Background: an optimization exercise with open tools, aiming at a short achievable clock period and few clock cycles. Do not read the settings as production practice. Function was checked by simulation only, so behaviour that the tests miss may differ from the original. Power and IR drop assume default switching activity.

==> design.v <==
module cpu(clk,reset,in,out,N,V,Z,mem_cmd,mem_addr,halt);
  input clk, reset;
  input [15:0] in;
  output [15:0] out;
  output N, V, Z;
  output [1:0] mem_cmd;
  output [8:0] mem_addr;
  output halt;
  function [15:0] add16;
    input [15:0] a, b;
    input cin;
    reg [15:0] g, p, G, P;
    integer i, d;
    begin
      g = a & b; p = a ^ b;
      G = g; P = p;
      G[0] = g[0] | (p[0] & cin);
      for (d = 1; d < 16; d = d * 2)
        for (i = 15; i >= d; i = i - 1) begin
          G[i] = G[i] | (P[i] & G[i-d]);
          P[i] = P[i] & P[i-d];
        end
      add16 = p ^ {G[14:0], cin};
    end
  endfunction
  reg [15:0] R0, R1, R2, R3, R4, R5, R6, R7;
  reg fN, fV, fZ;
  reg halted;
  reg [8:0]  pa;
  reg        pf, pl, ps, pr;    
  reg [15:0] md;
  reg [2:0]  plrd;              
  reg        lv;                
  reg [2:0]  lrd;
  reg       gv;          
  reg [8:0] ga;          
  reg       fv;          
  reg       fc;          
  reg       fr;          
  reg [15:0] cw;
  reg [8:0] fa, fa1;     
  reg [8:0] fnp;         
  reg [8:0] fno;         
  reg       fhit;        
  reg [31:0] bv, bret, bcall;
  reg [3:0]  btag [0:31];
  reg [8:0]  btgt [0:31];
  reg [8:0]  ras;
  reg [31:0] cv;
  reg [3:0]  ctag [0:31];
  reg [15:0] cdat [0:31];
  wire chit = cv[ga[4:0]] & ctag[ga[4:0]] == ga[8:5];
  wire gok = gv & (pf | chit);
  reg [2:0]  qv;
  reg [15:0] qi0, qi1, qi2;    
  reg [8:0]  qc0, qc1, qc2;    
  reg [8:0]  qp0, qp1, qp2;    
  reg [8:0]  qt0, qt1, qt2;    
  reg [8:0]  qn0, qn1, qn2;    
  reg        qa0, qa1, qa2;    
  reg        qb0, qb1, qb2;    
  reg        qh0, qh1, qh2;    
  reg        xv;
  reg        xadd, xand, xmvn, xcmp, xldr, xstr, xbc, xbl, xbx, xblx, xhalt, xsame;
  reg        xwe;
  reg [2:0]  xws, xrd, xcond;
  reg [4:0]  xim;
  reg [15:0] xA, xB, xD;
  reg [8:0]  xc, xp, xt, xn;
  reg        xqa, xqb;
  wire [15:0] sum = add16(xA, xB, 1'b0);
  wire [15:0] dif = add16(xA, ~xB, 1'b1);
  wire [15:0] xres = xadd ? sum : xand ? (xA & xB) : xmvn ? ~xB : xB;
  wire cN = dif[15];
  wire cZ = xA == xB;
  wire cV = (xA[15] ^ xB[15]) & (dif[15] ^ xA[15]);
  wire xw = xv & xwe;
  reg ctake;
  always @(*)
    case (xcond)
      3'd0: ctake = 1'b1;
      3'd1: ctake = fZ;
      3'd2: ctake = ~fZ;
      3'd3: ctake = fN ^ fV;
      3'd4: ctake = (fN ^ fV) | fZ;
      default: ctake = 1'b0;
    endcase
  wire take_imm = xbc & ctake | xbl;
  wire take_reg = xbx | xblx;
  wire [8:0] rtgt = xsame ? xp : xD[8:0];
  wire [8:0] xnext = take_imm ? xt : take_reg ? rtgt : xp;    
  wire xred = xv & (take_imm ? ~xqb : take_reg ? rtgt != xn : ~xqa);
  wire hnow = xv & xhalt & ~ps & ~halted;
  wire xstuck = xv & xhalt;
  wire dop = xv & (xldr | xstr);
  wire [8:0] aaddr = xA[8:0] + {{4{xim[4]}}, xim};
  wire xtrain = xv & (xbc | xbl | xbx | xblx) & xnext != xp;
  wire [15:0] d = qi0;
  wire [2:0] dop3 = d[15:13];
  wire [1:0] dop2 = d[12:11];
  wire [2:0] rn = d[10:8], rd = d[7:5], rm = d[2:0];
  wire [1:0] sh = d[4:3];
  wire i_movi = dop3 == 3'b110 &  dop2[1];
  wire i_movr = dop3 == 3'b110 & ~dop2[1];
  wire i_alu  = dop3 == 3'b101;
  wire i_add  = i_alu & dop2 == 2'b00;
  wire i_cmp  = i_alu & dop2 == 2'b01;
  wire i_and  = i_alu & dop2 == 2'b10;
  wire i_mvn  = i_alu & dop2 == 2'b11;
  wire i_ldr  = dop3 == 3'b011;
  wire i_str  = dop3 == 3'b100;
  wire i_b    = dop3 == 3'b001;
  wire i_bx   = dop3 == 3'b010 & dop2 == 2'b00;
  wire i_blx  = dop3 == 3'b010 & dop2 == 2'b10;
  wire i_bl   = dop3 == 3'b010 & dop2 == 2'b11;
  wire rd_rn = i_alu & ~i_mvn | i_ldr | i_str;
  wire rd_rm = i_movr | i_alu;
  wire rd_rd = i_str | i_bx | i_blx;
  wire wr_rn = i_movi | i_bl | i_blx;
  wire wr_rd = i_movr | i_alu & ~i_cmp;
  wire hz_x = xv & xldr & (rd_rn & rn == xrd | rd_rm & rm == xrd | rd_rd & rd == xrd |
                           wr_rn & rn == xrd | wr_rd & rd == xrd);
  wire hz_p = pl & (rd_rn & rn == plrd | rd_rm & rm == plrd | rd_rd & rd == plrd);
  wire dgo = qv[0] & ~hz_x & ~hz_p & ~xstuck & ~xred;
  function [15:0] rsel;
    input [2:0] s;
    input [15:0] a0, a1, a2, a3, a4, a5, a6, a7;
    case (s)
      3'd0: rsel = a0; 3'd1: rsel = a1; 3'd2: rsel = a2; 3'd3: rsel = a3;
      3'd4: rsel = a4; 3'd5: rsel = a5; 3'd6: rsel = a6; default: rsel = a7;
    endcase
  endfunction
  wire [15:0] rfn = rsel(rn, R0, R1, R2, R3, R4, R5, R6, R7);
  wire [15:0] rfm = rsel(rm, R0, R1, R2, R3, R4, R5, R6, R7);
  wire [15:0] rfd = rsel(rd, R0, R1, R2, R3, R4, R5, R6, R7);
  wire [15:0] vn = xw & xws == rn ? xres : lv & lrd == rn ? in : rfn;
  wire [15:0] vm = xw & xws == rm ? xres : lv & lrd == rm ? in : rfm;
  wire [15:0] vd = xw & xws == rd ? xres : lv & lrd == rd ? in : rfd;
  reg [15:0] vs;
  always @(*)
    case (sh)
      2'b00: vs = vm;
      2'b01: vs = {vm[14:0], 1'b0};
      2'b10: vs = {1'b0, vm[15:1]};
      default: vs = {vm[15], vm[15:1]};
    endcase
  wire [15:0] dB = i_movi ? {{8{d[7]}}, d[7:0]} : (i_bl | i_blx) ? {7'b0, qp0} : vs;
  wire [15:0] w = fc ? cw : in;
  wire a_b   = w[15:11] == 5'b00100;
  wire a_bal = a_b & w[10:8] == 3'b000;
  wire a_bl  = w[15:11] == 5'b01011;
  wire a_bx  = w[15:11] == 5'b01000;
  wire [8:0] aimm = {w[7], w[7:0]};
  wire [8:0] atg = fa1 + aimm;
  wire [8:0] roff = ras - fa1;
  wire dred = fv & ~fhit & ~xred & (a_bal | a_bl | a_b & w[7] | a_bx);
  wire [8:0] dtg = a_bx ? ras : atg;
  wire ea_a = ~fv ? 1'b0 : dred ? (a_bx ? ras == fa1 : aimm == 9'd0) : fnp == fa1;
  wire ea_b = ~fv ? 1'b0 : dred ? (a_bx ? roff == aimm : 1'b1) : fno == aimm;
  wire [8:0] ea_n = dred ? dtg : fnp;
  wire ea_h = w[15:13] == 3'b111;
  wire [4:0] bi = ga[4:0];
  wire hit = bv[bi] & btag[bi] == ga[8:5];
  wire [8:0] pa1 = ga + 9'd1;
  wire [8:0] pn = hit ? (bret[bi] ? ras : btgt[bi]) : pa1;
  wire pop = dgo;
  wire [79:0] e0 = {qi0, qc0, qp0, qt0, qn0, qa0, qb0, qh0};
  wire [79:0] e1 = {qi1, qc1, qp1, qt1, qn1, qa1, qb1, qh1};
  wire [79:0] e2 = {qi2, qc2, qp2, qt2, qn2, qa2, qb2, qh2};
  wire [79:0] ea = {w, fa, fa1, atg, ea_n, ea_a, ea_b, ea_h};
  wire [2:0] sv = pop ? {1'b0, qv[2:1]} : qv;
  wire [79:0] s0 = pop ? e1 : e0;
  wire [79:0] s1 = pop ? e2 : e1;
  reg [79:0] n0, n1, n2;
  reg [2:0] nv;
  always @(*) begin
    n0 = s0; n1 = s1; n2 = e2; nv = sv;
    if (fv) begin
      if (~sv[0]) begin n0 = ea; nv[0] = 1'b1; end
      else if (~sv[1]) begin n1 = ea; nv[1] = 1'b1; end
      else begin n2 = ea; nv[2] = 1'b1; end
    end
    if (xred) nv = 3'b000;
  end
  wire [8:0] nfa = xred ? xnext : dred ? dtg : gok ? pn : ga;
  wire nfv = gok & ~xred & ~dred;                 
  wire room = ~nv[2] & ~(nv[1] & nfv);
  wire ngv = ~hnow & ~xstuck & ~halted & room;
  wire nfetch = ~dop & ngv;
  always @(posedge clk) begin
    {qi0, qc0, qp0, qt0, qn0, qa0, qb0, qh0} <= n0;
    {qi1, qc1, qp1, qt1, qn1, qa1, qb1, qh1} <= n1;
    {qi2, qc2, qp2, qt2, qn2, qa2, qb2, qh2} <= n2;
    ga <= nfa;
    pa <= dop ? aaddr : nfa;
    cw <= cdat[ga[4:0]];
    fa <= ga; fa1 <= pa1; fnp <= pn; fno <= pn - pa1; fhit <= hit;
    if (xv & xstr) md <= xD;
    if (xv & xldr) plrd <= xrd;
    lrd <= plrd;
    if (xv & xcmp) begin fN <= cN; fV <= cV; fZ <= cZ; end
    if (~xstuck) begin
      xadd <= i_add; xand <= i_and; xmvn <= i_mvn; xcmp <= i_cmp;
      xldr <= i_ldr; xstr <= i_str; xbc <= i_b; xbl <= i_bl; xbx <= i_bx; xblx <= i_blx;
      xhalt <= qh0; xsame <= i_blx & rd == rn;
      xwe <= wr_rn | wr_rd;
      xws <= wr_rn ? rn : rd;
      xrd <= rd; xcond <= rn; xim <= d[4:0];
      xA <= vn; xB <= dB; xD <= vd;
      xc <= qc0; xp <= qp0; xt <= qt0; xn <= qn0; xqa <= qa0; xqb <= qb0;
    end
    if (xred & (xbl | xblx)) ras <= xp;
    else if (dred & a_bl) ras <= fa1;
    else if (nfv & hit & bcall[bi]) ras <= pa1;
    if (fr) begin ctag[fa[4:0]] <= fa[8:5]; cdat[fa[4:0]] <= in; end
    if (xtrain) begin
      btag[xc[4:0]] <= xc[8:5];
      btgt[xc[4:0]] <= xnext;
      bret[xc[4:0]] <= xbx;
      bcall[xc[4:0]] <= xbl | xblx;
    end
    if (reset) begin
      qv <= 3'b000; xv <= 1'b0; fv <= 1'b0; lv <= 1'b0; halted <= 1'b0;
      bv <= 32'd0; cv <= 32'd0; fr <= 1'b0; fc <= 1'b0; gv <= 1'b1; ga <= 9'd0;
      pa <= 9'd0; pf <= 1'b1; pr <= 1'b1; pl <= 1'b0; ps <= 1'b0;
      ras <= 9'd0;
    end else begin
      qv <= nv;
      if (~xstuck) xv <= dgo;
      fv <= nfv;
      fc <= ~pf;
      fr <= pf;
      gv <= ngv;
      if (fr) cv[fa[4:0]] <= 1'b1;
      if (ps) cv[pa[4:0]] <= 1'b0;
      pf <= nfetch;
      pl <= xv & xldr;
      ps <= xv & xstr;
      pr <= nfetch | xv & xldr;
      lv <= pl;
      if (hnow) halted <= 1'b1;
      if (xtrain) bv[xc[4:0]] <= 1'b1;
      else if (xred) bv[xc[4:0]] <= 1'b0;
    end
  end
  always @(posedge clk) begin
    if (xw & xws == 3'd0) R0 <= xres; else if (lv & lrd == 3'd0) R0 <= in;
    if (xw & xws == 3'd1) R1 <= xres; else if (lv & lrd == 3'd1) R1 <= in;
    if (xw & xws == 3'd2) R2 <= xres; else if (lv & lrd == 3'd2) R2 <= in;
    if (xw & xws == 3'd3) R3 <= xres; else if (lv & lrd == 3'd3) R3 <= in;
    if (xw & xws == 3'd4) R4 <= xres; else if (lv & lrd == 3'd4) R4 <= in;
    if (xw & xws == 3'd5) R5 <= xres; else if (lv & lrd == 3'd5) R5 <= in;
    if (xw & xws == 3'd6) R6 <= xres; else if (lv & lrd == 3'd6) R6 <= in;
    if (xw & xws == 3'd7) R7 <= xres; else if (lv & lrd == 3'd7) R7 <= in;
  end
  assign mem_addr = pa;
  assign mem_cmd = {ps, pr};
  assign out = md;
  assign halt = halted | hnow;
  assign N = fN; assign V = fV; assign Z = fZ;
endmodule
==> run.sh <==
#!/bin/bash
# synth_recipe.tcl (not shown) runs the flow's synth.tcl, then flattens the netlist and writes it again
# the make line also repeats each setting of config.mk as NAME=value (left out here)
make -C /OpenROAD-flow-scripts/flow DESIGN_CONFIG=/design/flow/config.mk WORK_HOME=/design/flow/orfs CLKGATE_MAP_FILE= SYNTH_SCRIPT=/design/flow/synth_recipe.tcl finish
==> config.mk <==
export PLATFORM = sky130hd
export DESIGN_NAME = cpu
export DESIGN_NICKNAME = cpu
export VERILOG_FILES = /design/flow/design.v
export SDC_FILE = /design/flow/constraint.sdc
export NUM_CORES = 4
export LEC_CHECK = 0
export ABC_CLOCK_PERIOD_IN_PS = 2500
export CAP_MARGIN = 20
export CORE_MARGIN = 2
export CORE_UTILIZATION = 40
export PLACE_DENSITY = 0.6
export SETUP_SLACK_MARGIN = 3.5
export SLEW_MARGIN = 20
export TNS_END_PERCENT = 100
==> constraint.sdc <==
create_clock -name core_clock -period 6.0 [get_ports {clk}]
set_input_delay 1.2000 -clock core_clock [delete_from_list [all_inputs] [get_ports {clk}]]
set_output_delay 1.2000 -clock core_clock [all_outputs]
set_load 0.01 [all_outputs]
==> impl_metrics.yaml, run 1 <==
clock_tree:
  clk_path_buf_depth: 3
  htree_levels: 4
  cts.sinks: 1709
  root_buffer: "clkbuf_16"
  clkTransAtPathRegs_ps: 70
  clkLatencyLatePin_ps: 860
  hold_buffers: 0
  cts_made_buffers: 176
  cts_tree: "built"
placement:
  pre_cts_slack_ps: 944
  hpwl_microns: 138000
  placed_cell_area_sq_um: 79800
  post-place-cells: 7619
  gp_congestion: 0.910
  port_buffers: 48
grt:
  grt_start_max_net_pins: 88
  grt_pass1_vias: 49427
  grt_pass1_wl_microns: 354000
  gr-usage-all-layers_pct: 25.1
  antenna_found_initial: 5
  globalRouteOverflowTotal: 0
timing:
  maxSlewViolCount: 6
  hold_viol: 0
  fmax_mhz: 234
  finClkSkew_ps: 71.3
  period_needed_ps: 4280
  worst_pin_slew_ps: 1530
  finalCritPeriodShare_pct: 71.3
  setup_ws_ps: 1720
  fin_tns_setup_ps: 0
  setup-violations-final: 0
  rsz0062_at_grt: "true"
  slew_headroom_pct: -1.97
  hold_ws_ps: 427
routing:
  wl_met1_microns: 99200
  wl_met2_microns: 118000
  dr.first_iter.drc_count: 6731
  wl_per_cell_microns: 29.8
  vias: 51683
  viasPerCell: 6.06
  met3_length_microns: 24600
  dr.max_layer_used: "met4"
  wl_microns: 254000
  antenna_left: 0
  first_pass_iters: 6
  drc: 0
cells_and_area:
  stdcell_count: 8524
  finalCoreUtilization_pct: 51.8
  final_area_sq_um: 97400
  final_nets: 5982
  diodes: 0
  areaGrowthSynthToFinish_pct: 28.5
  layout-drive-gt1-share_pct: 35.2
floorplan:
  initial_core_util_pct: 40.3
  die_width_microns: 439
  rows: 159
  core_area_sq_um: 188000
  die_h_microns: 439
  die-area_sq_um: 193000
  io_pins: 49
hold_path:
  hp-class: "reg2reg"
power_and_ir_drop:
  power.density_nw_per_um2: 565
  ir_worst_vdd_uv: 389
  leakagePower_nw: 33.6
  report.power.total_mw: 55.0
setup_path:
  cp_cell_sequence: "buf_12 -> buf_12 -> buf_16 -> mux4_2 -> mux4_2 -> mux2i_4 -> buf_6 -> buf_8 -> nand3_1 -> o21ai_1 -> mux2i_4 -> buf_6 -> fa_2 -> a21o_1 -> a21oi_2 -> o21bai_1 -> a21oi_2 -> o21bai_1 -> a21oi_1 -> xnor2_1"
  cp_slowest_cell: "mux4_2"
  cp.arrival_ps: 5050
  slowest_delay_ps: 560
  worstPathMaxFanout: 7
  required_ps: 6770
  critPathCaptureType: "register"
  cp-start-kind: "register"
  critPathKind: "reg2reg"
logic_synthesis:
  yosys_warnings: 1
  synth_top_cells_by_count: "1438 x edfxtp_1, 486 x nand2_1, 369 x mux4_2"
  synth_area_per_cell_sq_um: 14.5
  synth_edf_count: 1438
  syn_nets: 5341
  netlist_area_sq_um: 75800
  synth.distinct_cells: 86
  synthesis.instances: 5241
  ys_ff_latch: 1709
  seq_area_frac_synth_pct: 64.1
  yosysMostFrequentCell: "edfxtp_1"
  synth_area_leader_cell: "edfxtp_1"
  synthArstFlopShare_pct: 0
  yosys-top-cells-area: "edfxtp_1 57%, mux4_2 11%, dfxtp_1 7.2%"
  synthFlopType: "edfxtp_1"
  synth_top_area_share_pct: 57.0
status:
  status: "failed layout checks"
  failed_checks: "capacitance limit, slew limit"
flow_run:
  drv_cap: 1
==> registers in the layout, indices dropped and copies added (netlist names), 32 cells and up, named ones only <==
register	flops
btgt	288
bret	32
ctag	128
cdat	512
cv	32
bcall	32
btag	128
==> path summary, 6_finish.rpt <==
kind	slack [ps]	from	endpoint	cells after the start
setup reg to reg	1720	ga[0]$_SDFF_PP0_	fno[8]$_DFF_P_	20
hold reg to reg	430	xD[15]$_DFFE_PN_	md[15]$_DFFE_PP_	0
setup / recovery	1720	ga[0]$_SDFF_PP0_	fno[8]$_DFF_P_	20
hold / removal	430	xD[15]$_DFFE_PN_	md[15]$_DFFE_PP_	0
==> worst max-delay path: cells and delay by family, from the launching register on <==
| family | cells | cell delay [ps] |
|---|---|---|
| compound gates | 7 | 990 |
| xor+xnor | 1 | 130 |
| fa+ha+maj | 1 | 400 |
| buf+inv | 6 | 790 |
| flops | 1 | 370 |
| mux | 4 | 1440 |
| simple gates | 1 | 90 |
==> layout by cell type (no fill, tap or decap), drive strengths merged, types with 67 or more instances in the layout <==
cell type,count
a21oi,266
nand2,488
clkinv,68
dfxtp,271
nand3,69
inv,112
mux2,106
xnor2,96
mux4,369
edfxtp,1438
buf,756
ha,77
nor2,367
clkbuf,268
mux2i,219
o21ai,281
o22ai,67
==> report_power, final <==
group | internal (mW) | switching [mW]
logic | 12.1 | 14.6
clock network | 6.18 | 4.82
registers | 15.6 | 1.76
total | 33.9 | 21.1
==> cells by family (layout without fill, tap and decap cells) <==
family	Yosys count	in the layout	synth area share (%)
xor+xnor	157	157	1.83
fa+ha+maj	82	82	1.40
mux	682	694	15.3
flops	1709	1709	64.1
simple gates	1170	1172	6.74
compound gates	978	987	8.05
buf+inv	463	1228	2.56
==> layer usage <==
layer,track usage (%),vias to the layer above
met4,9.99,0
li1,-,21673
met3,4.32,622
met1,34.7,26362
met5,0,-
met2,39.5,3026
==> area by class of cell <==
type / count / area (sq um)
Clock inverter: 84 / 933
Inverter: 112 / 447
Timing Repair inverter: 1 / 7.51
Fill cell: 15014 / 90600
Multi-Input combinational cell: 3092 / 29200
Clock buffer: 241 / 4870
Timing Repair Buffer: 790 / 10000
Tap cell: 2495 / 3120
Sequential cell: 1709 / 48700
==> repair_timing <==
item | in CTS | in global routing
setup buffers | 315 | 142
gates cloned | 90 | 32
pin swaps | 160 | 145
setup endpoints to repair | 1790 | 1371
resized for setup | 1019 | 474
Testbench counts, summed over its fixed seeds: cycles 26,769.
==> run 2: changes to the inputs <==
--- a/design.v
+++ b/design.v
@@ -46,4 +46,5 @@
   reg [3:0]  btag [0:31];
   reg [8:0]  btgt [0:31];
+  reg [8:0]  boff [0:31];      
   reg [8:0]  ras;
   reg [31:0] cv;
@@ -66,4 +67,6 @@
   reg [2:0]  xws, xrd, xcond;
   reg [4:0]  xim;
+  reg [8:0]  xoff;
+  reg        xzero;
   reg [15:0] xA, xB, xD;
   reg [8:0]  xc, xp, xt, xn;
@@ -95,5 +98,5 @@
   wire dop = xv & (xldr | xstr);
   wire [8:0] aaddr = xA[8:0] + {{4{xim[4]}}, xim};
-  wire xtrain = xv & (xbc | xbl | xbx | xblx) & xnext != xp;
+  wire xtrain = xv & (take_imm & ~xzero | take_reg & ~xsame);
   wire [15:0] d = qi0;
   wire [2:0] dop3 = d[15:13];
@@ -122,5 +125,5 @@
                            wr_rn & rn == xrd | wr_rd & rd == xrd);
   wire hz_p = pl & (rd_rn & rn == plrd | rd_rm & rm == plrd | rd_rd & rd == plrd);
-  wire dgo = qv[0] & ~hz_x & ~hz_p & ~xstuck & ~xred;
+  wire dgo = qv[0] & ~hz_x & ~hz_p & ~xstuck;
   function [15:0] rsel;
     input [2:0] s;
@@ -195,5 +198,5 @@
     pa <= dop ? aaddr : nfa;
     cw <= cdat[ga[4:0]];
-    fa <= ga; fa1 <= pa1; fnp <= pn; fno <= pn - pa1; fhit <= hit;
+    fa <= ga; fa1 <= pa1; fnp <= pn; fno <= hit ? boff[bi] : 9'd0; fhit <= hit;
     if (xv & xstr) md <= xD;
     if (xv & xldr) plrd <= xrd;
@@ -207,4 +210,5 @@
       xws <= wr_rn ? rn : rd;
       xrd <= rd; xcond <= rn; xim <= d[4:0];
+      xoff <= {d[7], d[7:0]}; xzero <= d[7:0] == 8'd0;
       xA <= vn; xB <= dB; xD <= vd;
       xc <= qc0; xp <= qp0; xt <= qt0; xn <= qn0; xqa <= qa0; xqb <= qb0;
@@ -212,9 +216,10 @@
     if (xred & (xbl | xblx)) ras <= xp;
     else if (dred & a_bl) ras <= fa1;
-    else if (nfv & hit & bcall[bi]) ras <= pa1;
+    else if (gok & hit & bcall[bi]) ras <= pa1;
     if (fr) begin ctag[fa[4:0]] <= fa[8:5]; cdat[fa[4:0]] <= in; end
     if (xtrain) begin
       btag[xc[4:0]] <= xc[8:5];
       btgt[xc[4:0]] <= xnext;
+      boff[xc[4:0]] <= xoff;
       bret[xc[4:0]] <= xbx;
       bcall[xc[4:0]] <= xbl | xblx;
@@ -227,5 +232,5 @@
     end else begin
       qv <= nv;
-      if (~xstuck) xv <= dgo;
+      if (~xstuck) xv <= dgo & ~xred;
       fv <= nfv;
       fc <= ~pf;
==> impl_metrics.yaml, run 2 <==
power_and_ir_drop:
  leakagePower_nw: 39.1
  power.density_nw_per_um2: 532
  ir_worst_vdd_uv: 345
  report.power.total_mw: 59.9
setup_path:
  worstPathMaxFanout: 8
  r2r_cells: 13
  required_ps: 6790
  cp.arrival_ps: 4640
  timing.rr.start: "ga[0]$_SDFF_PP0_"
  critPathKind: "reg2reg"
  rrSetupSlack_ps: 2150
  cp-start-kind: "register"
  reg2reg_to: "ga[8]$_SDFF_PP0_"
  critPathCaptureType: "register"
floorplan:
  core_area_sq_um: 212000
  initial_core_util_pct: 40.3
  rows: 169
  io_pins: 49
  die_width_microns: 466
  die-area_sq_um: 217000
  die_h_microns: 466
cells_and_area:
  final_cell_mix: "1695 x edfxtp_1, 448 x mux4_2, 443 x nand2_1"
  layout_commonest_cell: "edfxtp_1"
  areaGrowthSynthToFinish_pct: 31.7
  stdcell_count: 9418
  finalCoreUtilization_pct: 53.0
  final_nets: 6513
  layout-drive-gt1-share_pct: 38.9
  largest_register_ffs: 512
hold_path:
  min_from: "xD[15]$_DFFE_PN_"
  min_to: "md[15]$_DFFE_PP_"
  hp-class: "reg2reg"
  hold_depth: 0
clock_tree:
  clkTransAtPathRegs_ps: 70
  cts_tree: "built"
  cts.sinks: 1965
  cts_made_buffers: 199
  clkLatencyLatePin_ps: 900
  htree_levels: 4
  root_buffer: "clkbuf_16"
  clk_path_buf_depth: 3
timing:
  hold_viol: 0
  maxSlewViolCount: 0
  finalCritPeriodShare_pct: 64.1
  slew_headroom_pct: 3.59
  setup_ws_ps: 2150
  worst_pin_slew_ps: 1440
  setup-violations-final: 0
  fin_tns_setup_ps: 0
  period_needed_ps: 3850
  rsz0062_at_grt: "true"
  finClkSkew_ps: 56.4
  fmax_mhz: 260
logic_synthesis:
  yosys_warnings: 1
  yosysMostFrequentCell: "edfxtp_1"
  synth_top_cells_by_count: "1695 x edfxtp_1, 539 x nand2_1, 443 x mux4_2"
  synth_edf_count: 1695
  synthesis.instances: 5598
  synthArstFlopShare_pct: 0
  netlist_area_sq_um: 85500
  ys_ff_latch: 1965
  synth_area_leader_cell: "edfxtp_1"
  syn_nets: 5688
  yosys-top-cells-area: "edfxtp_1 60%, mux4_2 12%, dfxtp_1 6.3%"
  synthFlopType: "edfxtp_1"
  synth_area_per_cell_sq_um: 15.3
  seq_area_frac_synth_pct: 65.9
  synth.distinct_cells: 94
  synth_top_area_share_pct: 59.5
grt:
  grt_pass1_vias: 54927
  globalRouteOverflowTotal: 0
  antenna_found_initial: 11
  grt_pass1_wl_microns: 409000
  gr-usage-all-layers_pct: 26.3
  grt_start_max_net_pins: 77
placement:
  hpwl_microns: 151000
  port_buffers: 48
  gp_congestion: 0.892
  post-place-cells: 8279
  pre_cts_slack_ps: 1140
routing:
  antenna_left: 0
  wl_microns: 302000
  drc: 0
  wl_per_cell_microns: 32.0
  vias: 57998
  dr.first_iter.drc_count: 8344
  first_pass_iters: 9
  viasPerCell: 6.16
status:
  status: "timing/DRC/antenna clean"
flow_run:
  drv_cap: 0
[run 2: cell count changes in the layout (fill, tap and decap cells not counted), sizes merged, moves of 26 or more]
cell	previous run	this run
o21ai	281	344
nand4	14	42
nand2	488	550
mux4	369	460
edfxtp	1438	1695
clkbuf	268	304
buf	756	922
nor2	367	341
o22ai	67	26
[run 2: cells by family (layout without fill, tap and decap cells)]
logic type / after synthesis / count (layout) / share of synthesized area, %
AOI/OAI and AO/OA: 927 / 931 / 6.63
xor gates and xnor gates: 147 / 147 / 1.52
adders and majority gates: 73 / 73 / 1.10
buffers and inverters: 485 / 1445 / 2.46
DFF: 1965 / 1965 / 65.9
muxes: 780 / 780 / 16.1
other: 0 / 4 / 0
and+or+nand+nor: 1221 / 1252 / 6.32
[run 2: final cells by class]
class | instances | area, sq um
multi-input combinational | 3183 | 31600
antenna | 4 | 10.0
clock buffer | 269 | 5540
sequential | 1965 | 56400
clock inverter | 102 | 1140
fill | 16537 | 99700
timing repair buffer | 969 | 13900
tap | 2821 | 3530
inverter | 105 | 459
[run 2: power by group]
group | leakage, nW | internal (mW) | switching, mW | total [mW]
Combinational | 18.1 | 12.4 | 15.4 | 27.8
Sequential | 17.7 | 17.7 | 1.60 | 19.3
Clock | 3.25 | 7.14 | 5.61 | 12.7
Total | 39.1 | 37.2 | 22.6 | 59.9
[run 2: how the worst max path moves through the flow]
stage	from	end	slack, ps
5_1_grt	ga[0]$_SDFF_PP0_	ga[8]$_SDFF_PP0_	2070
6_report	ga[0]$_SDFF_PP0_	ga[8]$_SDFF_PP0_	2150
4_1_cts	ga[0]$_SDFF_PP0_	ras[5]$_SDFFE_PP0P_	2190
3_5_place_dp	in[9]	ras[2]$_SDFFE_PP0P_	1140
3_3_place_gp	in[9]	ras[2]$_SDFFE_PP0P_	1150
2_1_floorplan	in[0]	pa[8]$_SDFF_PP0_	2360
[run 2: timing repair]
action	in CTS	in global routing
gates cloned	131	43
setup buffers	447	143
resized for setup	978	539
pin swaps	207	184
hold buffers	0	0
setup endpoints to repair	1695	1638
[run 2: critical path, cell delays in order (launching register included)]
cell,delay [ps]
dfxtp_4,360
buf_12,150
buf_16,150
buf_12,140
mux4_2,330
mux2i_1,90
mux4_2,630
or3_1,340
or4_4,500
clkinv_8,90
mux2i_4,290
nor2_4,50
or3_1,360
a311oi_2,240
[run 2: layer usage]
layer  track usage, %  vias up  wire length (microns)
li1                 -    23642                      -
met1             35.8    29772                 113000
met2             40.0     3715                 135000
met3             6.42      863                  36100
met4             11.4        6                  17500
met5                0        -                     46
[run 2: metrics by stage]
| step | hold WS (ps) | instance area (sq um) |
|---|---|---|
| 6_report | 415 | 113000 |
| 5_1_grt | 417 | 113000 |
| 4_1_cts | 410 | 108000 |
| 3_5_place_dp | 407 | 90700 |
| 3_3_place_gp | 402 | 90500 |
| 2_1_floorplan | 329 | 87500 |
Testbench counts of run 2, summed over its fixed seeds: cycles 26,769.
==> run 3: changes to the inputs <==
--- a/design.v
+++ b/design.v
@@ -27,4 +27,5 @@
   reg fN, fV, fZ;
   reg halted;
+  reg hreg;              
   reg [8:0]  pa;
   reg        pf, pl, ps, pr;    
@@ -35,4 +36,5 @@
   reg       gv;          
   reg [8:0] ga;          
+  reg [31:0] goh;        
   reg       fv;          
   reg       fc;          
@@ -40,4 +42,5 @@
   reg [15:0] cw;
   reg [8:0] fa, fa1;     
+  reg [31:0] fa1_oh;
   reg [8:0] fnp;         
   reg [8:0] fno;         
@@ -48,8 +51,18 @@
   reg [8:0]  boff [0:31];      
   reg [8:0]  ras;
+  reg [31:0] ras_oh;
   reg [31:0] cv;
   reg [3:0]  ctag [0:31];
   reg [15:0] cdat [0:31];
-  wire chit = cv[ga[4:0]] & ctag[ga[4:0]] == ga[8:5];
+  reg chit;
+  reg [15:0] cword;
+  integer k;
+  always @(*) begin
+    chit = 1'b0; cword = 16'd0;
+    for (k = 0; k < 32; k = k + 1) begin
+      chit = chit | goh[k] & cv[k] & ctag[k] == ga[8:5];
+      cword = cword | {16{goh[k]}} & cdat[k];
+    end
+  end
   wire gok = gv & (pf | chit);
   reg [2:0]  qv;
@@ -122,7 +135,7 @@
   wire wr_rn = i_movi | i_bl | i_blx;
   wire wr_rd = i_movr | i_alu & ~i_cmp;
-  wire hz_x = xv & xldr & (rd_rn & rn == xrd | rd_rm & rm == xrd | rd_rd & rd == xrd |
-                           wr_rn & rn == xrd | wr_rd & rd == xrd);
-  wire hz_p = pl & (rd_rn & rn == plrd | rd_rm & rm == plrd | rd_rd & rd == plrd);
+  reg hz_x, hz_p;           
+  reg fxn, fxm, fxd;        
+  reg fln, flm, fld;        
   wire dgo = qv[0] & ~hz_x & ~hz_p & ~xstuck;
   function [15:0] rsel;
@@ -137,7 +150,7 @@
   wire [15:0] rfm = rsel(rm, R0, R1, R2, R3, R4, R5, R6, R7);
   wire [15:0] rfd = rsel(rd, R0, R1, R2, R3, R4, R5, R6, R7);
-  wire [15:0] vn = xw & xws == rn ? xres : lv & lrd == rn ? in : rfn;
-  wire [15:0] vm = xw & xws == rm ? xres : lv & lrd == rm ? in : rfm;
-  wire [15:0] vd = xw & xws == rd ? xres : lv & lrd == rd ? in : rfd;
+  wire [15:0] vn = fxn ? xres : fln ? in : rfn;
+  wire [15:0] vm = fxm ? xres : flm ? in : rfm;
+  wire [15:0] vd = fxd ? xres : fld ? in : rfd;
   reg [15:0] vs;
   always @(*)
@@ -150,21 +163,45 @@
   wire [15:0] dB = i_movi ? {{8{d[7]}}, d[7:0]} : (i_bl | i_blx) ? {7'b0, qp0} : vs;
   wire [15:0] w = fc ? cw : in;
-  wire a_b   = w[15:11] == 5'b00100;
-  wire a_bal = a_b & w[10:8] == 3'b000;
-  wire a_bl  = w[15:11] == 5'b01011;
-  wire a_bx  = w[15:11] == 5'b01000;
+  function [3:0] bdec;      
+    input [15:0] v;
+    reg b, bal, bl, bx;
+    begin
+      b = v[15:11] == 5'b00100; bal = b & v[10:8] == 3'b000;
+      bl = v[15:11] == 5'b01011; bx = v[15:11] == 5'b01000;
+      bdec = {bal | bl | b & v[7] | bx, bl, bx, ~bx};
+    end
+  endfunction
+  wire [3:0] bd_i = bdec(in), bd_c = bdec(cw);
+  wire [3:0] bd = fc ? bd_c : bd_i;
+  wire a_bl = bd[2];
+  wire a_bx = bd[1];
   wire [8:0] aimm = {w[7], w[7:0]};
-  wire [8:0] atg = fa1 + aimm;
+  wire [8:0] atg_i = fa1 + {in[7], in[7:0]};
+  wire [8:0] atg_c = fa1 + {cw[7], cw[7:0]};
+  wire [8:0] atg = fc ? atg_c : atg_i;
+  wire [31:0] atg_oh = fc ? (32'd1 << atg_c[4:0]) : (32'd1 << atg_i[4:0]);
   wire [8:0] roff = ras - fa1;
-  wire dred = fv & ~fhit & ~xred & (a_bal | a_bl | a_b & w[7] | a_bx);
+  wire dq = fv & ~fhit & bd[3];
+  wire dred = dq & ~xred;
   wire [8:0] dtg = a_bx ? ras : atg;
+  wire [31:0] dtg_oh = a_bx ? ras_oh : atg_oh;
   wire ea_a = ~fv ? 1'b0 : dred ? (a_bx ? ras == fa1 : aimm == 9'd0) : fnp == fa1;
   wire ea_b = ~fv ? 1'b0 : dred ? (a_bx ? roff == aimm : 1'b1) : fno == aimm;
   wire [8:0] ea_n = dred ? dtg : fnp;
   wire ea_h = w[15:13] == 3'b111;
-  wire [4:0] bi = ga[4:0];
-  wire hit = bv[bi] & btag[bi] == ga[8:5];
+  reg hit, hret, hcall;
+  reg [8:0] htgt, hoff;
+  always @(*) begin
+    hit = 1'b0; hret = 1'b0; hcall = 1'b0; htgt = 9'd0; hoff = 9'd0;
+    for (k = 0; k < 32; k = k + 1) begin
+      hit = hit | goh[k] & bv[k] & btag[k] == ga[8:5];
+      hret = hret | goh[k] & bret[k];
+      hcall = hcall | goh[k] & bcall[k];
+      htgt = htgt | {9{goh[k]}} & btgt[k];
+      hoff = hoff | {9{goh[k]}} & boff[k];
+    end
+  end
   wire [8:0] pa1 = ga + 9'd1;
-  wire [8:0] pn = hit ? (bret[bi] ? ras : btgt[bi]) : pa1;
+  wire [8:0] pn = hit ? (hret ? ras : htgt) : pa1;
   wire pop = dgo;
   wire [79:0] e0 = {qi0, qc0, qp0, qt0, qn0, qa0, qb0, qh0};
@@ -186,7 +223,30 @@
     if (xred) nv = 3'b000;
   end
-  wire [8:0] nfa = xred ? xnext : dred ? dtg : gok ? pn : ga;
+  wire [15:0] ni = n0[54:39];
+  wire [2:0] nrn = ni[10:8], nrd = ni[7:5], nrm = ni[2:0];
+  wire n_alu = ni[15:13] == 3'b101;
+  wire n_mvn = n_alu & ni[12:11] == 2'b11;
+  wire n_cmp = n_alu & ni[12:11] == 2'b01;
+  wire n_ldr = ni[15:13] == 3'b011;
+  wire n_str = ni[15:13] == 3'b100;
+  wire n_br  = ni[15:13] == 3'b010;
+  wire n_mov = ni[15:13] == 3'b110;
+  wire n_rdn = n_alu & ~n_mvn | n_ldr | n_str;
+  wire n_rdm = n_mov & ~ni[12] | n_alu;
+  wire n_rdd = n_str | n_br & ~ni[11];
+  wire n_wrn = n_mov & ni[12] | n_br & ni[12];
+  wire n_wrd = n_mov & ~ni[12] | n_alu & ~n_cmp;
+  wire dnext = pop & ~xred;                  
+  wire [2:0] dws = wr_rn ? rn : rd;
+  wire dwr = dnext & (wr_rn | wr_rd);
+  wire xl = xv & xldr;                       
+  wire [31:0] goh1 = {goh[30:0], goh[31]};
+  wire [31:0] pn_oh = hit ? (hret ? ras_oh : (32'd1 << htgt[4:0])) : goh1;
+  wire [8:0] nfb = xred ? xnext : gok ? pn : ga;
+  wire [31:0] nob = xred ? (32'd1 << xnext[4:0]) : gok ? pn_oh : goh;
+  wire [8:0] nfa = dred ? dtg : nfb;
+  wire [31:0] noh = dred ? dtg_oh : nob;
   wire nfv = gok & ~xred & ~dred;                 
-  wire room = ~nv[2] & ~(nv[1] & nfv);
+  wire room = ~nv[2] & (~nv[1] | ~gok | xred | dred);
   wire ngv = ~hnow & ~xstuck & ~halted & room;
   wire nfetch = ~dop & ngv;
@@ -196,11 +256,17 @@
     {qi2, qc2, qp2, qt2, qn2, qa2, qb2, qh2} <= n2;
     ga <= nfa;
+    goh <= noh;
     pa <= dop ? aaddr : nfa;
-    cw <= cdat[ga[4:0]];
-    fa <= ga; fa1 <= pa1; fnp <= pn; fno <= hit ? boff[bi] : 9'd0; fhit <= hit;
+    cw <= cword;
+    fa <= ga; fa1 <= pa1; fnp <= pn; fno <= hit ? hoff : 9'd0; fhit <= hit;
     if (xv & xstr) md <= xD;
     if (xv & xldr) plrd <= xrd;
     lrd <= plrd;
     if (xv & xcmp) begin fN <= cN; fV <= cV; fZ <= cZ; end
+    hz_x <= dnext & i_ldr & (n_rdn & nrn == rd | n_rdm & nrm == rd | n_rdd & nrd == rd |
+                             n_wrn & nrn == rd | n_wrd & nrd == rd);
+    hz_p <= xl & (n_rdn & nrn == xrd | n_rdm & nrm == xrd | n_rdd & nrd == xrd);
+    fxn <= dwr & nrn == dws; fxm <= dwr & nrm == dws; fxd <= dwr & nrd == dws;
+    fln <= pl & nrn == plrd; flm <= pl & nrm == plrd; fld <= pl & nrd == plrd;
     if (~xstuck) begin
       xadd <= i_add; xand <= i_and; xmvn <= i_mvn; xcmp <= i_cmp;
@@ -214,7 +280,8 @@
       xc <= qc0; xp <= qp0; xt <= qt0; xn <= qn0; xqa <= qa0; xqb <= qb0;
     end
-    if (xred & (xbl | xblx)) ras <= xp;
-    else if (dred & a_bl) ras <= fa1;
-    else if (gok & hit & bcall[bi]) ras <= pa1;
+    if (dred & a_bl) begin ras <= fa1; ras_oh <= fa1_oh; end
+    else if (xred & (xbl | xblx)) begin ras <= xp; ras_oh <= 32'd1 << xp[4:0]; end
+    else if (gok & hit & hcall) begin ras <= pa1; ras_oh <= goh1; end
+    fa1_oh <= goh1;
     if (fr) begin ctag[fa[4:0]] <= fa[8:5]; cdat[fa[4:0]] <= in; end
     if (xtrain) begin
@@ -226,8 +293,8 @@
     end
     if (reset) begin
-      qv <= 3'b000; xv <= 1'b0; fv <= 1'b0; lv <= 1'b0; halted <= 1'b0;
-      bv <= 32'd0; cv <= 32'd0; fr <= 1'b0; fc <= 1'b0; gv <= 1'b1; ga <= 9'd0;
+      qv <= 3'b000; xv <= 1'b0; fv <= 1'b0; lv <= 1'b0; halted <= 1'b0; hreg <= 1'b0;
+      bv <= 32'd0; cv <= 32'd0; fr <= 1'b0; fc <= 1'b0; gv <= 1'b1; ga <= 9'd0; goh <= 32'd1;
       pa <= 9'd0; pf <= 1'b1; pr <= 1'b1; pl <= 1'b0; ps <= 1'b0;
-      ras <= 9'd0;
+      ras <= 9'd0; ras_oh <= 32'd1;
     end else begin
       qv <= nv;
@@ -245,4 +312,6 @@
       lv <= pl;
       if (hnow) halted <= 1'b1;
+      hreg <= halted | hnow |
+              ~(xv & xstr) & (xstuck ? 1'b1 : dgo & ~xred & qh0);
       if (xtrain) bv[xc[4:0]] <= 1'b1;
       else if (xred) bv[xc[4:0]] <= 1'b0;
@@ -262,5 +331,5 @@
   assign mem_cmd = {ps, pr};
   assign out = md;
-  assign halt = halted | hnow;
+  assign halt = hreg;
   assign N = fN; assign V = fV; assign Z = fZ;
 endmodule
--- a/config.mk
+++ b/config.mk
@@ -7,9 +7,9 @@
 export LEC_CHECK = 0
 export ABC_CLOCK_PERIOD_IN_PS = 2500
-export CAP_MARGIN = 20
+export CAP_MARGIN = 30
 export CORE_MARGIN = 2
 export CORE_UTILIZATION = 40
 export PLACE_DENSITY = 0.6
 export SETUP_SLACK_MARGIN = 3.5
-export SLEW_MARGIN = 20
+export SLEW_MARGIN = 30
 export TNS_END_PERCENT = 100
==> impl_metrics.yaml, run 3 <==
timing:
  finalCritPeriodShare_pct: 57.2
  fin_tns_setup_ps: 0
  rsz0062_at_grt: "true"
  hold_ws_ps: 419
  worst_pin_slew_ps: 925
  fmax_mhz: 291
  hold_viol: 0
  period_needed_ps: 3430
  setup_ws_ps: 2570
  finClkSkew_ps: 77.7
  maxSlewViolCount: 0
  slew_headroom_pct: 36.6
  setup-violations-final: 0
cells_and_area:
  layout-drive-gt1-share_pct: 28.3
  layout_commonest_cell: "edfxtp_1"
  multi_input_area_sq_um: 32700
  largest_register_ffs: 512
  final_area_sq_um: 115000
  areaGrowthSynthToFinish_pct: 29.8
  stdcell_count: 10760
  final_nets: 7684
  final_cell_mix: "1695 x edfxtp_1, 416 x a22oi_1, 408 x nand2_1"
  finalCoreUtilization_pct: 52.1
  nFillCells: 17985
  seq_area_sq_um: 58600
setup_path:
  rrSetupSlack_ps: 2570
  required_ps: 6800
  reg2reg_to: "ga[2]$_SDFF_PP0_"
  startpoint: "ga[7]$_SDFF_PP0_"
  worstPathMaxFanout: 21
  critPathCapture: "ga[2]$_SDFF_PP0_"
  timing.rr.start: "ga[7]$_SDFF_PP0_"
  critPathCaptureType: "register"
  critPathKind: "reg2reg"
  cp-start-kind: "register"
  cp.arrival_ps: 4230
  r2r_cells: 14
logic_synthesis:
  yosysMostFrequentCell: "edfxtp_1"
  synth_top_family_by_area: "compound AO/OA/AOI/OAI gates"
  syn_nets: 6968
  synthArstFlopShare_pct: 0
  synthMuxAreaShare_pct: 4.22
  synth_edf_count: 1695
  synth_top_cells_by_count: "1695 x edfxtp_1, 448 x nand2_1, 425 x a22oi_1"
  synth_top_area_share_pct: 57.2
  synth_area_per_cell_sq_um: 13.0
  synth_fa_ha_area_share_pct: 1.18
  synthesis.instances: 6869
  synth.distinct_cells: 89
  ys_ff_latch: 2070
  synthFlopType: "edfxtp_1"
  synthXorXnorAreaFrac_pct: 3.32
  synth_compound_area_share_pct: 14.4
  netlist_area_sq_um: 89000
  yosys_warnings: 1
  seq_area_frac_synth_pct: 65.6
  synth_simple_gate_area_share_pct: 8.31
  synth_area_leader_cell: "edfxtp_1"
  yosys-top-cells-area: "edfxtp_1 57%, dfxtp_1 8.4%, a22oi_1 3.6%"
placement:
  gp_congestion: 0.948
  post-place-cells: 9691
  pre_cts_slack_ps: 1030
  port_buffers: 48
  hpwl_microns: 208000
  placed_cell_area_sq_um: 94400
floorplan:
  die_h_microns: 476
  rows: 173
  die_width_microns: 476
  die-area_sq_um: 226000
  initial_core_util_pct: 40.1
  core_area_sq_um: 222000
  io_pins: 49
power_and_ir_drop:
  leakagePower_nw: 40.3
  power.density_nw_per_um2: 540
  report.power.total_mw: 62.4
  ir_worst_vdd_uv: 325
grt:
  grt_pass1_vias: 64737
  globalRouteOverflowTotal: 0
  grt_start_max_net_pins: 66
  antenna_found_initial: 20
  grt_pass1_wl_microns: 498000
  gr-usage-all-layers_pct: 31.0
clock_tree:
  root_buffer: "clkbuf_16"
  clk_path_buf_depth: 3
  clkTransAtPathRegs_ps: 60
  htree_levels: 4
  cts.sinks: 2070
  cts_made_buffers: 208
  clkLatencyLatePin_ps: 940
  cts_tree: "built"
routing:
  met3_length_microns: 50100
  first_pass_iters: 10
  wl_met1_microns: 133000
  dr.max_layer_used: "met5"
  dr.first_iter.drc_count: 11260
  viasPerCell: 6.57
  vias: 70718
  wl_per_cell_microns: 34.8
  wl_met2_microns: 160000
  antenna_left: 0
  wl_microns: 375000
  drc: 0
hold_path:
  hp-class: "reg2reg"
status:
  status: "timing/DRC/antenna clean"
flow_run:
  drv_cap: 0
-- run 3: cell count changes after synthesis, sizes merged, moves of 105 or more --
cell,previous run,this run
xor2,67,200
dfxtp,270,375
nand4,42,180
a22o,12,158
mux4,460,35
a22oi,17,425
-- run 3: worst max-delay path: stages, from the launching register on --
cell and delay (ps):
dfxtp_4 430, buf_12 140, inv_12 70, o2111ai_1 260, nor3_1 90, or4_4 530
nor4_4 290, buf_6 190, buf_12 120, nand2_8 80, buf_6 130, buf_6 130
mux2i_4 180, a221o_1 410, nor3_2 250
-- run 3: logic make-up (layout without fill, tap and decap cells) --
kind of cell,after synthesis,in the layout
compound gates,1853,1856
mux,321,323
simple gates,1548,1554
xor+xnor,337,337
fa+ha+maj,81,81
other cells,0,12
flops,2070,2070
buf+inv,659,1552
-- run 3: layout make-up --
cell class	instances	share of cell area, %
inverter	172	0.614
multi-input combinational	4151	28.3
tap	2975	3.22
timing repair buffer	980	11.1
timing repair inverter	2	0.0130
clock buffer	305	5.07
clock inverter	93	0.933
sequential	2070	50.7
antenna	12	0.0260
-- run 3: metal layers --
layer	vias up	GRT usage, %
li1	28178	-
met1	34834	40.6
met2	5984	46.7
met3	1710	7.69
met4	12	18.1
met5	-	0
-- run 3: power by group --
part	internal, mW	switching (mW)	total, mW
clock	7.43	5.94	13.4
combinational	10.7	17.6	28.3
sequential	18.5	2.19	20.7
-- run 3: timing repair --
| action | 4_1_cts | 5_1_grt |
|---|---|---|
| pin swaps | 228 | 202 |
| hold buffers | 0 | 0 |
| cloned | 72 | 43 |
| gates resized for setup | 1189 | 553 |
| endpoints found under the setup margin | 1550 | 1709 |
| setup buffers | 400 | 144 |
-- run 3: how the worst min path moves through the flow --
stage                     startpoint                to  slack, ps  cells past startpoint
CTS                 xD[12]$_DFFE_PN_  md[12]$_DFFE_PP_        420                      0
floorplan           ga[5]$_SDFF_PP0_     fa[5]$_DFF_P_        330                      0
global placement      qt0[8]$_DFF_P_   xt[8]$_DFFE_PN_        410                      0
detailed placement  xD[12]$_DFFE_PN_  md[12]$_DFFE_PP_        410                      0
global route        xD[14]$_DFFE_PN_  md[14]$_DFFE_PP_        430                      0
finish                qc0[4]$_DFF_P_   xc[4]$_DFFE_PN_        420                      0
Testbench counts of run 3, summed over its fixed seeds: cycles 26,769.
==> run 4: changes to the inputs <==
--- a/design.v
+++ b/design.v
@@ -55,11 +55,14 @@
   reg [3:0]  ctag [0:31];
   reg [15:0] cdat [0:31];
-  reg chit;
+  reg chit_r;
   reg [15:0] cword;
+  reg dflag;             
+  reg [31:0] gohd;       
+  wire chit = chit_r & ~dflag;
   integer k;
   always @(*) begin
-    chit = 1'b0; cword = 16'd0;
+    chit_r = 1'b0; cword = 16'd0;
     for (k = 0; k < 32; k = k + 1) begin
-      chit = chit | goh[k] & cv[k] & ctag[k] == ga[8:5];
+      chit_r = chit_r | goh[k] & cv[k] & ctag[k] == ga[8:5];
       cword = cword | {16{goh[k]}} & cdat[k];
     end
@@ -136,7 +139,8 @@
   wire wr_rd = i_movr | i_alu & ~i_cmp;
   reg hz_x, hz_p;           
+  reg hz_s;                 
   reg fxn, fxm, fxd;        
   reg fln, flm, fld;        
-  wire dgo = qv[0] & ~hz_x & ~hz_p & ~xstuck;
+  wire dgo = qv[0] & ~hz_x & ~hz_p & ~hz_s & ~xstuck;
   function [15:0] rsel;
     input [2:0] s;
@@ -151,5 +155,5 @@
   wire [15:0] rfd = rsel(rd, R0, R1, R2, R3, R4, R5, R6, R7);
   wire [15:0] vn = fxn ? xres : fln ? in : rfn;
-  wire [15:0] vm = fxm ? xres : flm ? in : rfm;
+  wire [15:0] vm = flm ? in : rfm;
   wire [15:0] vd = fxd ? xres : fld ? in : rfd;
   reg [15:0] vs;
@@ -161,5 +165,5 @@
       default: vs = {vm[15], vm[15:1]};
     endcase
-  wire [15:0] dB = i_movi ? {{8{d[7]}}, d[7:0]} : (i_bl | i_blx) ? {7'b0, qp0} : vs;
+  wire [15:0] dB = fxm ? xres : i_movi ? {{8{d[7]}}, d[7:0]} : (i_bl | i_blx) ? {7'b0, qp0} : vs;
   wire [15:0] w = fc ? cw : in;
   function [3:0] bdec;      
@@ -186,14 +190,17 @@
   wire [8:0] dtg = a_bx ? ras : atg;
   wire [31:0] dtg_oh = a_bx ? ras_oh : atg_oh;
+  reg rpend;             
+  reg [8:0] rpv;
+  reg [31:0] rpoh;
   wire ea_a = ~fv ? 1'b0 : dred ? (a_bx ? ras == fa1 : aimm == 9'd0) : fnp == fa1;
   wire ea_b = ~fv ? 1'b0 : dred ? (a_bx ? roff == aimm : 1'b1) : fno == aimm;
   wire [8:0] ea_n = dred ? dtg : fnp;
   wire ea_h = w[15:13] == 3'b111;
-  reg hit, hret, hcall;
+  reg hit_r, hret, hcall;
   reg [8:0] htgt, hoff;
   always @(*) begin
-    hit = 1'b0; hret = 1'b0; hcall = 1'b0; htgt = 9'd0; hoff = 9'd0;
+    hit_r = 1'b0; hret = 1'b0; hcall = 1'b0; htgt = 9'd0; hoff = 9'd0;
     for (k = 0; k < 32; k = k + 1) begin
-      hit = hit | goh[k] & bv[k] & btag[k] == ga[8:5];
+      hit_r = hit_r | goh[k] & bv[k] & btag[k] == ga[8:5];
       hret = hret | goh[k] & bret[k];
       hcall = hcall | goh[k] & bcall[k];
@@ -203,4 +210,5 @@
   end
   wire [8:0] pa1 = ga + 9'd1;
+  wire hit = hit_r & ~dflag;
   wire [8:0] pn = hit ? (hret ? ras : htgt) : pa1;
   wire pop = dgo;
@@ -241,10 +249,10 @@
   wire dwr = dnext & (wr_rn | wr_rd);
   wire xl = xv & xldr;                       
-  wire [31:0] goh1 = {goh[30:0], goh[31]};
+  wire [31:0] gohe = dflag ? gohd : goh;
+  wire [31:0] goh1 = {gohe[30:0], gohe[31]};
   wire [31:0] pn_oh = hit ? (hret ? ras_oh : (32'd1 << htgt[4:0])) : goh1;
   wire [8:0] nfb = xred ? xnext : gok ? pn : ga;
-  wire [31:0] nob = xred ? (32'd1 << xnext[4:0]) : gok ? pn_oh : goh;
+  wire [31:0] nob = xred ? (32'd1 << xnext[4:0]) : gok ? pn_oh : gohe;
   wire [8:0] nfa = dred ? dtg : nfb;
-  wire [31:0] noh = dred ? dtg_oh : nob;
   wire nfv = gok & ~xred & ~dred;                 
   wire room = ~nv[2] & (~nv[1] | ~gok | xred | dred);
@@ -256,5 +264,6 @@
     {qi2, qc2, qp2, qt2, qn2, qa2, qb2, qh2} <= n2;
     ga <= nfa;
-    goh <= noh;
+    goh <= nob;
+    gohd <= dtg_oh;
     pa <= dop ? aaddr : nfa;
     cw <= cword;
@@ -267,5 +276,6 @@
                              n_wrn & nrn == rd | n_wrd & nrd == rd);
     hz_p <= xl & (n_rdn & nrn == xrd | n_rdm & nrm == xrd | n_rdd & nrd == xrd);
-    fxn <= dwr & nrn == dws; fxm <= dwr & nrm == dws; fxd <= dwr & nrd == dws;
+    fxn <= dwr & nrn == dws; fxm <= dwr & n_rdm & nrm == dws;
+    hz_s <= dwr & n_rdm & nrm == dws & ni[4:3] != 2'b00; fxd <= dwr & nrd == dws;
     fln <= pl & nrn == plrd; flm <= pl & nrm == plrd; fld <= pl & nrd == plrd;
     if (~xstuck) begin
@@ -280,7 +290,8 @@
       xc <= qc0; xp <= qp0; xt <= qt0; xn <= qn0; xqa <= qa0; xqb <= qb0;
     end
-    if (dred & a_bl) begin ras <= fa1; ras_oh <= fa1_oh; end
-    else if (xred & (xbl | xblx)) begin ras <= xp; ras_oh <= 32'd1 << xp[4:0]; end
+    if (xred & (xbl | xblx)) begin ras <= xp; ras_oh <= 32'd1 << xp[4:0]; end
+    else if (rpend) begin ras <= rpv; ras_oh <= rpoh; end
     else if (gok & hit & hcall) begin ras <= pa1; ras_oh <= goh1; end
+    rpv <= fa1; rpoh <= fa1_oh;
     fa1_oh <= goh1;
     if (fr) begin ctag[fa[4:0]] <= fa[8:5]; cdat[fa[4:0]] <= in; end
@@ -296,7 +307,9 @@
       bv <= 32'd0; cv <= 32'd0; fr <= 1'b0; fc <= 1'b0; gv <= 1'b1; ga <= 9'd0; goh <= 32'd1;
       pa <= 9'd0; pf <= 1'b1; pr <= 1'b1; pl <= 1'b0; ps <= 1'b0;
-      ras <= 9'd0; ras_oh <= 32'd1;
+      ras <= 9'd0; ras_oh <= 32'd1; dflag <= 1'b0; rpend <= 1'b0;
     end else begin
       qv <= nv;
+      dflag <= dred;
+      rpend <= dred & a_bl;
       if (~xstuck) xv <= dgo & ~xred;
       fv <= nfv;
==> impl_metrics.yaml, run 4 <==
cells_and_area:
  largest_register_ffs: 512
  final_nets: 7860
  layout_commonest_cell: "edfxtp_1"
  nFillCells: 18162
  areaGrowthSynthToFinish_pct: 29.6
  stdcell_count: 10959
  layout-drive-gt1-share_pct: 27.4
  final_cell_mix: "1695 x edfxtp_1, 619 x nand2_1, 428 x a22oi_1"
power_and_ir_drop:
  switching_share_pct: 39.1
  p_seq_share_pct: 36.0
  ir_worst_vdd_uv: 283
  report.power.total_mw: 58.1
  internal_power_mw: 35.4
  power.density_nw_per_um2: 494
  p_sw_mw: 22.7
  clock_power_share_pct: 23.5
  leakagePower_nw: 40.8
  combPwrFrac_pct: 40.5
clock_tree:
  hold_buffers: 0
  root_buffer: "clkbuf_16"
  cts.sinks: 2146
  clkLatencyLatePin_ps: 940
  cts_made_buffers: 211
  htree_levels: 4
  clk_path_buf_depth: 3
  clkTransAtPathRegs_ps: 70
  cts_tree: "built"
floorplan:
  initial_core_util_pct: 40.3
  rows: 174
  core_area_sq_um: 225000
  die_h_microns: 480
  die-area_sq_um: 230000
  die_width_microns: 480
  io_pins: 49
timing:
  hold_ws_ps: 318
  fin_tns_setup_ps: 0
  period_needed_ps: 3320
  finalCritPeriodShare_pct: 55.4
  finClkSkew_ps: 102
  slew_headroom_pct: 19.5
  worst_pin_slew_ps: 1200
  fmax_mhz: 301
  rsz0062_at_grt: "true"
  setup-violations-final: 0
  maxSlewViolCount: 0
  hold_viol: 0
routing:
  vias: 71356
  wl_per_cell_microns: 34.7
  viasPerCell: 6.51
  wl_microns: 380000
  drc: 0
  dr.first_iter.drc_count: 12602
  antenna_left: 0
  first_pass_iters: 8
logic_synthesis:
  seq_area_frac_synth_pct: 66.1
  synth.distinct_cells: 93
  synth_area_leader_cell: "edfxtp_1"
  netlist_area_sq_um: 90700
  yosys_warnings: 1
  synthArstFlopShare_pct: 0
  syn_nets: 7171
  yosys-top-cells-area: "edfxtp_1 56%, dfxtp_1 10%, a22oi_1 3.6%"
  synth_top_area_share_pct: 56.1
  synthesis.instances: 7072
  synth_edf_count: 1695
  synthFlopType: "edfxtp_1"
  ys_ff_latch: 2146
  synth_top_cells_by_count: "1695 x edfxtp_1, 654 x nand2_1, 451 x dfxtp_1"
  synth_area_per_cell_sq_um: 12.8
  yosysMostFrequentCell: "edfxtp_1"
setup_path:
  required_ps: 6750
  slowest_delay_ps: 700
  critPathKind: "reg2reg"
  cp_slowest_cell: "or4_4"
  cp-start-kind: "register"
  cp.arrival_ps: 4080
  critPathCaptureType: "register"
  cp_cell_sequence: "a22oi_2 -> nand4_1 -> or4_4 -> nor2b_2 -> buf_6 -> a21oi_1 -> mux2_4 -> and3_4 -> o41a_1"
  worstPathMaxFanout: 13
grt:
  antenna_found_initial: 15
  grt_pass1_vias: 65412
  gr-usage-all-layers_pct: 30.9
  globalRouteOverflowTotal: 0
  grt_pass1_wl_microns: 508000
  grt_start_max_net_pins: 80
placement:
  post-place-cells: 9876
  gp_congestion: 0.924
  port_buffers: 48
  hpwl_microns: 212000
status:
  status: "timing/DRC/antenna clean"
flow_run:
  drv_cap: 0
hold_path:
  hp-class: "reg2reg"
run 4: cell count changes in the layout (fill, tap and decap cells not counted), moves of 35 or more:
cell,delta
dfxtp_1,+73
nand3_1,+37
o21ai_0,-41
a31oi_1,+70
nand2_1,+211
nor3_4,+35
a21oi_1,-79
run 4: power groups by stage:
stage | logic, mW | registers (mW) | clock network, mW
2_1_floorplan | 10.5 | 20.1 | 0
3_3_place_gp | 15.4 | 21.5 | 0
3_5_place_dp | 15.8 | 21.5 | 0
4_1_cts | 20.4 | 20.8 | 13.6
5_1_grt | 24.3 | 21.0 | 14.2
6_report | 23.5 | 20.9 | 13.6
run 4: through the flow:
step	cell area (sq um)	util, %	setup slack [ps]
3_3_place_gp	95600	42.5	1430
4_1_cts	114000	50.5	2800
2_1_floorplan	91500	-	2680
3_5_place_dp	96400	42.8	1440
5_1_grt	118000	52.2	2680
6_report	118000	52.2	2680
run 4: cells by family after synthesis:
logic type	count (synthesis)	synth area share, %
flip-flops	2146	66.1
AO/OA/AOI/OAI	1748	13.3
XOR/XNOR	366	3.54
adder cells (fa/ha/maj)	81	1.16
multiplexers	281	3.71
AND/OR/NAND/NOR	1780	9.13
buffers and inverters	670	3.03
run 4: layout make-up:
type / instances / area (sq um) / area share [%]
multi-input cells: 4273 / 33000 / 28.0
repair buffers: 963 / 13000 / 11.0
clock inverters: 115 / 1200 / 1.02
diodes: 16 / 40.0 / 0.0341
clock buffers: 288 / 5840 / 4.97
repair inverters: 3 / 20.0 / 0.0170
inverters: 163 / 644 / 0.548
flip-flops and latches: 2146 / 60100 / 51.2
well taps: 2992 / 3740 / 3.18
run 4: worst paths after layout:
path / endpoint / startpoint / slack (ps) / cells past startpoint
worst max-delay path: pa[4]$_SDFF_PP0_ / goh[17]$_SDFF_PP0_ / 2680 / 9
worst min-delay path: rpoh[20]$_DFF_P_ / fa1_oh[20]$_DFF_P_ / 320 / 0
worst max register to register: pa[4]$_SDFF_PP0_ / goh[17]$_SDFF_PP0_ / 2680 / 9
worst min register to register: rpoh[20]$_DFF_P_ / fa1_oh[20]$_DFF_P_ / 320 / 0
run 4: per-layer routing:
metal | global-route usage [%] | vias to the layer above | wire [microns]
met1 | 41.4 | 35542 | 138000
met4 | 16.9 | 8 | 26800
li1 | - | 28627 | -
met2 | 46.4 | 5796 | 164000
met5 | 0.290 | - | 131
met3 | 7.16 | 1383 | 50900
run 4: repair_timing:
item,in CTS,in global routing
cloned,93,22
pin swaps,248,231
setup endpoints to repair,2005,1660
setup buffers,420,128
gates resized for setup,1084,506
run 4: worst max-delay path: cells and delay by family (launching register included):
| kind | cells | cell delay (ps) |
|---|---|---|
| mux | 1 | 280 |
| simple gates | 4 | 1300 |
| compound gates | 3 | 810 |
| flops | 1 | 540 |
| buf+inv | 1 | 200 |
Testbench counts of run 4, summed over its fixed seeds: cycles 27,257.

re-timing with driven ports:
The flow's constraints put no driver on any port. The routed layouts listed below were extracted and timed again, unchanged, in two steps. Step 1 (the two cells are an assumption about what drives the block):
set clk [get_ports {clk}]
set_driving_cell -lib_cell sky130_fd_sc_hd__clkbuf_16 $clk
set_driving_cell -lib_cell sky130_fd_sc_hd__buf_2 [delete_from_list [all_inputs] $clk]
Step 2 also shifts input and output timing later by t, the mid clock arrival at the registers, as if the neighbouring blocks saw the same clock. Three values: no drivers, after step 1, after step 2; two values: the first two.
| run | t, ns | slack for setup (ns) | worst setup path after step 2 | worst data-port slew with drivers (ns) |
|---|---|---|---|---|
| run 1 | 0.916 | 1.721 / 1.721 / 1.476 | input to register | 0.07 |
| run 2 | 0.957 | 2.152 / 2.152 / 1.715 | input to register | 0.17 |
| run 3 | 0.990 | 2.567 / 2.567 / 1.921 | input to register | 0.10 |
| run 4 | 0.976 | 2.678 / 2.678 / 1.997 | input to register | 0.29 |
For run 4, which loses most, drivers alone change the setup slack by 0.000 ns; drivers and shift together by -0.681 ns.
